Source: an optimization exercise on an open RTL-to-GDS flow (aim: small area, a short achievable clock period and few clock cycles per item). Production flows keep margins and buffers that such runs may drop. In this exercise RTL edits were held to simulation tests only and were not proved equivalent to the original.

$ cat flow/run.sh
#!/bin/bash
# synth_recipe.tcl (not shown) runs the flow's synth.tcl, then flattens the netlist and writes it again
# the make line also repeats each setting of config.mk as NAME=value (left out here)
make -C /OpenROAD-flow-scripts/flow DESIGN_CONFIG=/design/flow/config.mk WORK_HOME=/design/flow/orfs CLKGATE_MAP_FILE= SYNTH_SCRIPT=/design/flow/synth_recipe.tcl finish
$ cat flow/config.mk
export PLATFORM = sky130hd
export DESIGN_NAME = produto_escalar
export DESIGN_NICKNAME = produto_escalar
export VERILOG_FILES = /design/flow/design.v
export SDC_FILE = /design/flow/constraint.sdc
export NUM_CORES = 4
export LEC_CHECK = 0
export CAP_MARGIN = 20
export CORE_MARGIN = 2
export CORE_UTILIZATION = 40
export SLEW_MARGIN = 20
$ cat flow/constraint.sdc
create_clock -name core_clock -period 11.0 [get_ports {clk}]
set_input_delay 2.2000 -clock core_clock [delete_from_list [all_inputs] [get_ports {clk}]]
set_output_delay 2.2000 -clock core_clock [all_outputs]
set_load 0.01 [all_outputs]
$ cat flow/design.v
module produto_escalar (
    input logic clk,
    input logic rst,
    input logic start,
    input logic signed [31:0] a0, a1, a2, a3, a4, a5, a6, a7,
    input logic signed [31:0] b0, b1, b2, b3, b4, b5, b6, b7,
    output logic done,
    output logic signed [63:0] result
);
    logic signed [31:0] a_reg [0:7];
    logic signed [31:0] b_reg [0:7];
    logic signed [63:0] acc;
    logic [2:0] idx;        
    logic busy;
    logic done_q;
    logic signed [63:0] result_q;
    assign done = done_q;
    assign result = result_q;
    always_ff @(posedge clk or posedge rst) begin
        if (rst) begin
            busy <= 1'b0;
            done_q <= 1'b0;
            acc <= 64'sd0;
            idx <= 3'd0;
            result_q <= 64'sd0;
        end else begin
            if (start && !busy) begin
                a_reg[0] <= a0; a_reg[1] <= a1; a_reg[2] <= a2; a_reg[3] <= a3;
                a_reg[4] <= a4; a_reg[5] <= a5; a_reg[6] <= a6; a_reg[7] <= a7;
                b_reg[0] <= b0; b_reg[1] <= b1; b_reg[2] <= b2; b_reg[3] <= b3;
                b_reg[4] <= b4; b_reg[5] <= b5; b_reg[6] <= b6; b_reg[7] <= b7;
                acc <= 64'sd0;
                idx <= 3'd0;
                busy <= 1'b1;
                done_q <= 1'b0;
                result_q <= 64'sd0;
            end else if (busy) begin
                acc <= acc + ( $signed(a_reg[idx]) * $signed(b_reg[idx]) );
                if (idx == 3'd7) begin
                    busy <= 1'b0;
                    done_q <= 1'b1;
                    result_q <= acc + ( $signed(a_reg[7]) * $signed(b_reg[7]) );
                end else begin
                    idx <= idx + 1;
                end
            end else begin
                if (!start)
                    done_q <= 1'b0;
            end
        end
    end
endmodule
==> results.sh <==
export IMPL_path_max_fanout=59
export IMPL_synth_mux_area_share_pct=0.5530
export IMPL_die_area_um2=258000
export IMPL_postLayoutCoreUtil_pct=45.67
export IMPL_dr_max_layer_used="met5"
export IMPL_numCtsBuffers=75
export IMPL_drv_slew=0
export IMPL_synth_top_family_by_area="adder cells"
export IMPL_synth_compound_area_share_pct=5.240
export IMPL_slowest_delay_ns=0.68
export IMPL_hold_class="flop to flop"
export IMPL_cp_start_kind="flop"
export IMPL_pin_count=580
export IMPL_synthCells=9941
export IMPL_floorplan_initialDensity_pct=40.12
export IMPL_ys_async_sr_fraction_pct=20.62
export IMPL_clock_sinks=645
export IMPL_fin_ws_ns=0.2678
export IMPL_wl_met1_mm=138.5
export IMPL_synth_edf_count=512
export IMPL_synth_warnings=3
export IMPL_cp_common_cell="fa_1"
export IMPL_drc_errors=0
export IMPL_fmax_mhz=93.18
export IMPL_dp_hpwl_mm=306.9
export IMPL_syn_area_um2=101600
export IMPL_synth_seq_cells=645
export IMPL_synth_top_flop_cell="edfxtp_1"
export IMPL_antenna_found_initial=36
export IMPL_vias=74595
export IMPL_via_per_inst=5.363
export IMPL_rsz0062_at_grt="no"
export IMPL_die_h_um=508.0
export IMPL_area_growth_pct=13.84
export IMPL_synth_fp_nets=13318
export IMPL_wl_per_cell_um=26.69
export IMPL_layout_common_cells="2420 x fa_1, 2392 x inv_1, 1592 x nand2_1, 578 x clkdlybuf4s50_1, 512 x edfxtp_1"
export IMPL_max_slew_margin_rel_pct=21.19
export IMPL_core_um2=253200
export IMPL_synth_area_leaders="fa_1 48%, edfxtp_1 15%, inv_1 8.8%"
export IMPL_worst_pin_slew_ns=1.182
export IMPL_hold_viol_final=0
export IMPL_cts_hold_fix_buffers=0
export IMPL_insertion_delay_ns=0.74
export IMPL_drtIter0Drc=7080
export IMPL_grt_usage_pct=29.10
export IMPL_synth_xor_xnor_area_share_pct=1.285
export IMPL_synth_fa_ha_area_share_pct=53.13
export IMPL_die_w_um=508.0
export IMPL_cpMaxStageDelayCell="a41oi_2"
export IMPL_htree_levels=3
export IMPL_met2WireLength_mm=173.2
export IMPL_setup_viol=0
export IMPL_io_buffers=579
export IMPL_met3WireLength_mm=33.00
export IMPL_skew_ns=0.03613
export IMPL_endpoint_kind="flop"
export IMPL_rows=185
export IMPL_yosysSeqAreaShare_pct=18.41
export IMPL_min_period_over_period_pct=97.57
export IMPL_synthSimpleGateAreaFrac_pct=10.70
export IMPL_yosys_area_top_type_share_pct=47.69
export IMPL_cts_tree="done"
export IMPL_path_class="flop to flop"
export IMPL_drtAntennaViolNets=0
export IMPL_crit_required_ns=11.63
export IMPL_grt_pass1_wl_mm=541.8
export IMPL_gp_congestion=1.010
export IMPL_clk_path_buf_depth=3
export IMPL_crit_family="adder cells"
export IMPL_clk_pin_slew_ns=0.06
export IMPL_root_buffer="clkbuf_16"
export IMPL_max_cap_violations=0
export IMPL_pre_cts_slack_ns=0.4057
export IMPL_layout_nets=13844
export IMPL_fin_crit_ns=10.73
export IMPL_synth_largest_area_cell="fa_1"
export IMPL_routed_wl_mm=371.3
export IMPL_drive_gt1_share_pct=5.738
export IMPL_yosysUniqueCellTypes=84
export IMPL_finalSetupTns_ns=0
export IMPL_gr_total_overflow=0
export IMPL_arrival_ns=11.37
export IMPL_first_pass_iters=7
export IMPL_layout_commonest_cell="fa_1"
export IMPL_syn_area_per_cell_um2=10.22
export IMPL_grt_max_degree=151
export IMPL_crit_buf_inv=10
export IMPL_grt_pass1_vias=80088
export IMPL_post_cts_resized=0
export IMPL_status="complete, no violations"
==> layer usage <==
metal / global-route usage (%) / up-vias
met5: 0 / -
met4: 17.57 / 16
met3: 5.972 / 780
met2: 46.31 / 3744
met1: 36.64 / 39356
li1: - / 30699
==> path summary, 6_finish.rpt <==
check | startpoint | to | slack, ns | cells after the start
max in group asynchronous | rst | idx[2] | 7.42 | 3
min in group asynchronous | rst | acc[49] | 2.27 | 2
worst min register to register | acc[58] | acc[58] | 0.48 | 2
worst max register to register | idx[0] | acc[62] | 0.27 | 35
worst max-delay path | idx[0] | acc[62] | 0.27 | 35
worst min-delay path | acc[58] | acc[58] | 0.48 | 2
==> metrics by stage <==
stage | hold slack (ns) | instance area [um2] | std cells
2_1_floorplan | 0.4498 | 101600 | 9941
3_3_place_gp | 0.4595 | 113000 | 13754
3_5_place_dp | 0.4703 | 113100 | 13754
4_1_cts | 0.4828 | 115600 | 13891
5_1_grt | 0.4986 | 115600 | 13900
6_report | 0.4757 | 115700 | 13910
==> worst min-delay path: cells and delay by family (launching register included) <==
family,cells,cell delay [ns]
DFF,1,0.34
AOI/OAI and AO/OA,1,0.06
and+or+nand+nor,1,0.05
==> what timing repair did <==
action                                  CTS  global route
buffers inserted                          0             1
endpoints found under the hold margin     0             0
endpoints found under the setup margin    0             6
==> cells in the mapped netlist, drive strengths merged, types with 5 or more instances <==
| master | n |
|---|---|
| a21oi | 118 |
| o21a | 56 |
| dfrtp | 133 |
| a221oi | 7 |
| a32o | 5 |
| and3 | 10 |
| inv | 2394 |
| a21o | 57 |
| a22o | 13 |
| nand2 | 1596 |
| nand2b | 72 |
| o21bai | 22 |
| a31oi | 19 |
| edfxtp | 512 |
| nand3 | 31 |
| a211oi | 14 |
| xnor2 | 102 |
| or2 | 9 |
| a41oi | 15 |
| buf | 25 |
| fa | 2420 |
| o31ai | 50 |
| a222oi | 64 |
| ha | 442 |
| a21boi | 6 |
| nor2b | 24 |
| nand4 | 71 |
| o211ai | 8 |
| xor2 | 47 |
| and2 | 215 |
| nor3 | 28 |
| a22oi | 76 |
| clkbuf | 464 |
| nor2 | 498 |
| o21ai | 202 |
| or3 | 6 |
| mux2 | 49 |
==> cells by family (layout without fill, tap and decap cells) <==
| group | after synthesis | after routing |
|---|---|---|
| flops | 645 | 645 |
| xor+xnor | 149 | 149 |
| mux | 50 | 50 |
| fa+ha+maj | 2862 | 2862 |
| compound gates | 770 | 770 |
| other cells | 0 | 17 |
| simple gates | 2580 | 2580 |
| buf+inv | 2885 | 3471 |
==> layout make-up <==
cell class | instances | area (um2)
fill | 23959 | 137600
multi-input combinational | 6411 | 72380
sequential | 645 | 18710
inverter | 2396 | 9011
timing repair buffer | 938 | 8765
tap | 3366 | 4212
clock buffer | 89 | 1939
clock inverter | 48 | 591.8
antenna | 17 | 42.54
Testbench counts, summed over its fixed seeds: cycles 8,648, items 960.

==> re-timing with driven ports <==
No port has a modelled driver above. Below, the same layout with a new extraction and two added sets of constraints. Step 1, drivers: a clkbuf_16 drives clk and a buf_2 each remaining input, both assumed. Step 2 times the ports against the registers' clock, not the clock port: input delays grow and output delays shrink by t, the midpoint of the rising clock arrivals with the driver on. Slacks: ideal / step 1 / step 2; pairs: ideal / step 1.
shift t [ns]: 0.827
slack for setup (ns): 0.268 / 0.268 / 0.268
worst setup path after step 2: register to register
latest minus earliest clock arrival (ns): 0.037 / 0.037
cell pins on the clock port's net: 1
After both steps setup and hold are still met in this run. For this run, drivers alone change the setup slack by 0.000 ns; drivers and shift together by 0.000 ns.
